What follows belongs to an exercise in optimizing a design on an open flow for small area, a short achievable clock period and few clock cycles per item; a production flow would make more cautious choices. At most, simulation tests tie the RTL to the original design; equivalence was not proved.

==> exp/juniper <==
## attention_score
module attention_score(
    input             clk,
    input             rst,
    input             wr_en,
    input             wr_sel,       
    input      [2:0]  wr_row,
    input      [2:0]  wr_col,
    input      [15:0] wr_data,
    input             start,
    input      [2:0]  rd_row,
    input      [2:0]  rd_col,
    output     [15:0] rd_data,
    output reg        done
    );
Settings: LEC_CHECK=0, CAP_MARGIN=20, CORE_MARGIN=2, CORE_UTILIZATION=50, CTS_CLUSTER_DIAMETER=145, CTS_CLUSTER_SIZE=20, PLACE_DENSITY=0.65, SETUP_SLACK_MARGIN=4.2, SLEW_MARGIN=20; clock period 10.0 ns.
run.sh (not shown) runs the stock make flow with config.mk's settings and CLKGATE_MAP_FILE= SYNTH_SCRIPT=/design/flow/synth_recipe.tcl, a recipe that flattens the netlist after the stock synthesis.
==> inputs of exp/violet, as changes to exp/juniper <==
CORE_UTILIZATION = 40   (was 50)
PLACE_DENSITY = 0.6   (was 0.65)
==> inputs of exp/willow, as changes to exp/juniper <==
CORE_UTILIZATION = 40   (was 50)
PLACE_DENSITY = 0.6   (was 0.65)
SETUP_SLACK_MARGIN = 4.4   (was 4.2)
==> qor summary <==
quantity                                                                exp/willow  exp/violet              exp/juniper
Status                                            no timing/DRC/antenna violations  no timing/DRC/antenna violations  no timing/DRC/antenna violations
Iteration-0 DRC Markers                                                      10400       10300                    11800
Worst reg2reg setup slack                                                  4250 ps     4340 ps                  4240 ps
Pin count of the biggest net entering global routing                           145         129                      164
Share of the final layout cell area in sequential cells                      0.506       0.511                    0.516
Number of nets in the layout                                                 14400       14300                    14200
M1 wire length                                                           214000 um   213000 um                203000 um
Buffer share of cell area                                                   0.0360      0.0333                   0.0303
Synthesis-to-finish area growth                                              12.2%       11.0%                    9.95%
Setup fix buffers added after clock tree synthesis                             150         127                       91
Met2 routed WL                                                           235000 um   227000 um                233000 um
All-layer global routing usage                                               0.207       0.205                    0.257
Total die area                                                          0.463 mm^2  0.463 mm^2               0.371 mm^2
Data arrival at the endpoint of the critical path                          3920 ps     3870 ps                  3870 ps
Gpl congestion                                                               0.872       0.867                    0.912
Worst relative slew slack                                                    0.221       0.235                    0.177
Antenna cell count                                                              21          10                        5
Tapcell Cnt                                                                   6000        6000                     4816
Most frequent cell on the critical path                    sky130_fd_sc_hd__buf_16           -  sky130_fd_sc_hd__buf_16
Testbench counts of exp/juniper, summed over its fixed seeds: cycles 6,272, jobs 32.
Testbench counts of exp/violet, summed over its fixed seeds: cycles 6,272, jobs 32.
Testbench counts of exp/willow, summed over its fixed seeds: cycles 6,272, jobs 32.

* * *

==> job 174: inputs <==
Another version of the RTL of attention_score (not shown whole).
==> flow/design.v (excerpt) <==
module attention_score(
    input             clk,
    input             rst,
    input             wr_en,
    input             wr_sel,       
    input      [2:0]  wr_row,
    input      [2:0]  wr_col,
    input      [15:0] wr_data,
    input             start,
    input      [2:0]  rd_row,
    input      [2:0]  rd_col,
    output     [15:0] rd_data,
    output reg        done
    );
    reg [15:0] query [0:63];
    reg [15:0] key   [0:63];
    reg [15:0] QK    [0:63];
    always @(posedge clk) begin
        if (wr_en) begin
            if (wr_sel)
                key[{wr_row, wr_col}] <= wr_data;
            else
                query[{wr_row, wr_col}] <= wr_data;
        end
    end
    reg        busy;
    reg [5:0]  step;       
    wire go = start | busy;
    wire [2:0] s_i = {step[5:4], step[0]};
    wire [2:0] s_j = step[3:1];
    reg        op_v,   prod_v,   mid_v;
    reg        op_f,   prod_f;
    reg        op_l,   prod_l,   mid_l;
    reg [2:0]  op_i,   prod_i,   mid_i;
    always @(posedge clk) begin
        if (rst) begin
            busy   <= 1'b0;
            step   <= 6'd0;
            op_v   <= 1'b0;
            prod_v <= 1'b0;
            mid_v  <= 1'b0;
            done   <= 1'b0;
        end else begin
            if (go) begin
                step <= step + 6'd1;
                busy <= (step != 6'd63);
            end
            op_v   <= go;
            prod_v <= op_v;
            mid_v  <= prod_v;
            done   <= mid_v & mid_l & (mid_i == 3'd7);
        end
    end
    always @(posedge clk) begin
        op_f   <= (s_j == 3'd0);
        op_l   <= (s_j == 3'd7);
        op_i   <= s_i;
        prod_f <= op_f;
        prod_l <= op_l;
        prod_i <= op_i;
        mid_l  <= prod_l;
        mid_i  <= prod_i;
    end
    reg [15:0] q_op;
    always @(posedge clk)
        q_op <= query[{s_i, s_j}];
    wire store = mid_v & mid_l;
    genvar g;
    generate
        for (g = 0; g < 8; g = g + 1) begin : lane
            reg  [15:0] k_op;
            reg  [15:0] prod;
            reg  [11:0] mid_s;
            reg  [4:0]  mid_e;
  ...
==> module attention_score, before the edit <==
module attention_score(
    input             clk,
    input             rst,
    input             wr_en,
    input             wr_sel,       
    input      [2:0]  wr_row,
    input      [2:0]  wr_col,
    input      [15:0] wr_data,
    input             start,
    input      [2:0]  rd_row,
    input      [2:0]  rd_col,
    output     [15:0] rd_data,
    output reg        done
    );
    reg [15:0] query [0:63];
    reg [15:0] key   [0:63];
    reg [15:0] QK    [0:63];
    always @(posedge clk) begin
        if (wr_en) begin
            if (wr_sel)
                key[{wr_row, wr_col}] <= wr_data;
            else
                query[{wr_row, wr_col}] <= wr_data;
        end
    end
    reg        busy;
    reg [5:0]  step;       
    wire go = start | busy;
    wire [2:0] s_i = {step[5:4], step[0]};
    wire [2:0] s_j = step[3:1];
    reg        op_v,   prod_v,   mid_v;
    reg        op_f,   prod_f;
    reg        op_l,   prod_l,   mid_l;
    reg [2:0]  op_i,   prod_i,   mid_i;
    always @(posedge clk) begin
        if (rst) begin
            busy   <= 1'b0;
            step   <= 6'd0;
            op_v   <= 1'b0;
            prod_v <= 1'b0;
            mid_v  <= 1'b0;
            done   <= 1'b0;
        end else begin
            if (go) begin
                step <= step + 6'd1;
                busy <= (step != 6'd63);
            end
            op_v   <= go;
            prod_v <= op_v;
            mid_v  <= prod_v;
            done   <= mid_v & mid_l & (mid_i == 3'd7);
        end
    end
    always @(posedge clk) begin
        op_f   <= (s_j == 3'd0);
        op_l   <= (s_j == 3'd7);
        op_i   <= s_i;
        prod_f <= op_f;
        prod_l <= op_l;
        prod_i <= op_i;
        mid_l  <= prod_l;
        mid_i  <= prod_i;
    end
    reg [15:0] q_op;
    always @(posedge clk)
        q_op <= query[{s_i, s_j}];
    wire store = mid_v & mid_l;
    genvar g;
    generate
        for (g = 0; g < 8; g = g + 1) begin : lane
            reg  [15:0] k_op;
            reg  [15:0] prod;
            reg  [11:0] mid_s;
            reg  [4:0]  mid_e;
            reg         mid_sg;
            reg  [15:0] acc;
            wire [15:0] p_w;
            wire [11:0] s_w;
            wire [4:0]  e_w;
            wire        sg_w;
            wire [15:0] sum;
            always @(posedge clk)
                k_op <= key[{g[2:0], s_j}];
            signed_floating_point_multiplier MUL(
                .operand_a(q_op), .operand_b(k_op), .result(p_w));
            fadd_align AL(
                .operand_a(acc), .operand_b(prod), .a_zero(prod_f),
                .s(s_w), .e(e_w), .sg(sg_w));
            fadd_norm NO(
                .s(mid_s), .e(mid_e), .sg(mid_sg), .result(sum));
            wire [15:0] scaled = (sum == 16'd0) ? 16'd0 :
                                 {sum[15], sum[14:10] - 5'd2, sum[9:0]};
            always @(posedge clk) begin
                prod   <= p_w;
                mid_s  <= s_w;
                mid_e  <= e_w;
                mid_sg <= sg_w;
                acc    <= sum;
            end
            integer r;
            always @(posedge clk) begin
                for (r = 0; r < 8; r = r + 1)
                    if (store && mid_i == r)
                        QK[8*r+g] <= scaled;
            end
        end
    endgenerate
    wire [7:0]  rd_rs = 8'd1 << rd_row;
    wire [7:0]  rd_cs = 8'd1 << rd_col;
    reg  [15:0] rd_w;
    integer x, y;
    always @* begin
        rd_w = 16'd0;
        for (x = 0; x < 8; x = x + 1)
            for (y = 0; y < 8; y = y + 1)
                rd_w = rd_w | (QK[8*x+y] & {16{rd_rs[x] & rd_cs[y]}});
    end
    assign rd_data = rd_w;
endmodule
Settings: LEC_CHECK=0, CAP_MARGIN=20, CORE_MARGIN=2, CORE_UTILIZATION=40, PLACE_DENSITY=0.6, SETUP_SLACK_MARGIN=4.0, SLEW_MARGIN=20; clock period 10.0 ns.
==> job 7019 (differences from job 174) <==
--- a/flow/design.v
+++ b/flow/design.v
@@ -491,15 +491,5 @@
             end
         end
     endgenerate
-    wire [7:0]  rd_rs = 8'd1 << rd_row;
-    wire [7:0]  rd_cs = 8'd1 << rd_col;
-    reg  [15:0] rd_w;
-    integer x, y;
-    always @* begin
-        rd_w = 16'd0;
-        for (x = 0; x < 8; x = x + 1)
-            for (y = 0; y < 8; y = y + 1)
-                rd_w = rd_w | (QK[8*x+y] & {16{rd_rs[x] & rd_cs[y]}});
-    end
-    assign rd_data = rd_w;
+    assign rd_data = QK[{rd_row, rd_col}];
 endmodule
--- a/flow/config.mk
+++ b/flow/config.mk
@@ -9,5 +9,4 @@
 export CORE_MARGIN = 2
 export CORE_UTILIZATION = 40
 export PLACE_DENSITY = 0.6
-export SETUP_SLACK_MARGIN = 4.0
 export SLEW_MARGIN = 20
==> job 909 (differences from job 174) <==
--- a/flow/design.v
+++ b/flow/design.v
@@ -491,15 +491,5 @@
             end
         end
     endgenerate
-    wire [7:0]  rd_rs = 8'd1 << rd_row;
-    wire [7:0]  rd_cs = 8'd1 << rd_col;
-    reg  [15:0] rd_w;
-    integer x, y;
-    always @* begin
-        rd_w = 16'd0;
-        for (x = 0; x < 8; x = x + 1)
-            for (y = 0; y < 8; y = y + 1)
-                rd_w = rd_w | (QK[8*x+y] & {16{rd_rs[x] & rd_cs[y]}});
-    end
-    assign rd_data = rd_w;
+    assign rd_data = QK[{rd_row, rd_col}];
 endmodule
--- a/flow/config.mk
+++ b/flow/config.mk
@@ -9,5 +9,5 @@
 export CORE_MARGIN = 2
 export CORE_UTILIZATION = 40
 export PLACE_DENSITY = 0.6
-export SETUP_SLACK_MARGIN = 4.0
+export SETUP_SLACK_MARGIN = 3.5
 export SLEW_MARGIN = 20
==> comparison <==
Sequential cell count is the same in job 7019 and job 909. The lowest clock skew belongs to job 7019, the highest to job 174. Of job 7019 and job 909, job 7019 has the higher sequential share of layout area (gap 0.82 points). Against job 7019, the wire length of job 174 is larger by about 3.8%. Maximum frequency, lowest first: job 7019, job 909, job 174. The lowest cell area belongs to job 7019, the highest to job 174. Global-route usage: job 7019 is lower than job 174 (0.55 points).
Testbench counts of job 7019, summed over its fixed seeds: cycles 6,272, jobs 32.
Testbench counts of job 909, summed over its fixed seeds: cycles 6,272, jobs 32.
Only the layout flow was run in job 174; the RTL was not checked for function there.

[separate check: timing with driven ports]
Ports are ideal in the flow. The routed layouts listed here were re-timed in OpenROAD.
Step 1: set_driving_cell puts a clkbuf_16 on clk and a buf_2 on each other input, an assumption about the parent block.
Step 2 times the ports against the registers' clock, not the clock port: input delays grow and output delays shrink by t, the midpoint of the rising clock arrivals with the driver on.
a / b / c = ideal ports / drivers / drivers and shift; a / b = the first two.
run | shift t [ns] | setup slack, ns | worst setup path at the end | worst data-port slew with drivers (ns)
exp/juniper | 1.016 | 4.127 / 3.491 / 3.491 | input to output | 0.78
exp/violet | 1.014 | 4.131 / 3.799 / 3.799 | input to output | 0.37
exp/willow | 1.042 | 4.077 / 3.731 / 3.731 | input to output | 0.39
job 174 | 1.069 | 3.648 / 3.598 / 3.598 | input to output | 0.08
job 7019 | 1.064 | 1.556 / 1.531 / 1.531 | input to output | 0.06
job 909 | 1.067 | 3.425 / 3.398 / 3.398 | input to output | 0.10
After both steps every run listed still meets setup and hold. The setup slack of exp/juniper, which loses most, moves by -0.636 ns with the drivers and by -0.636 ns with both steps.
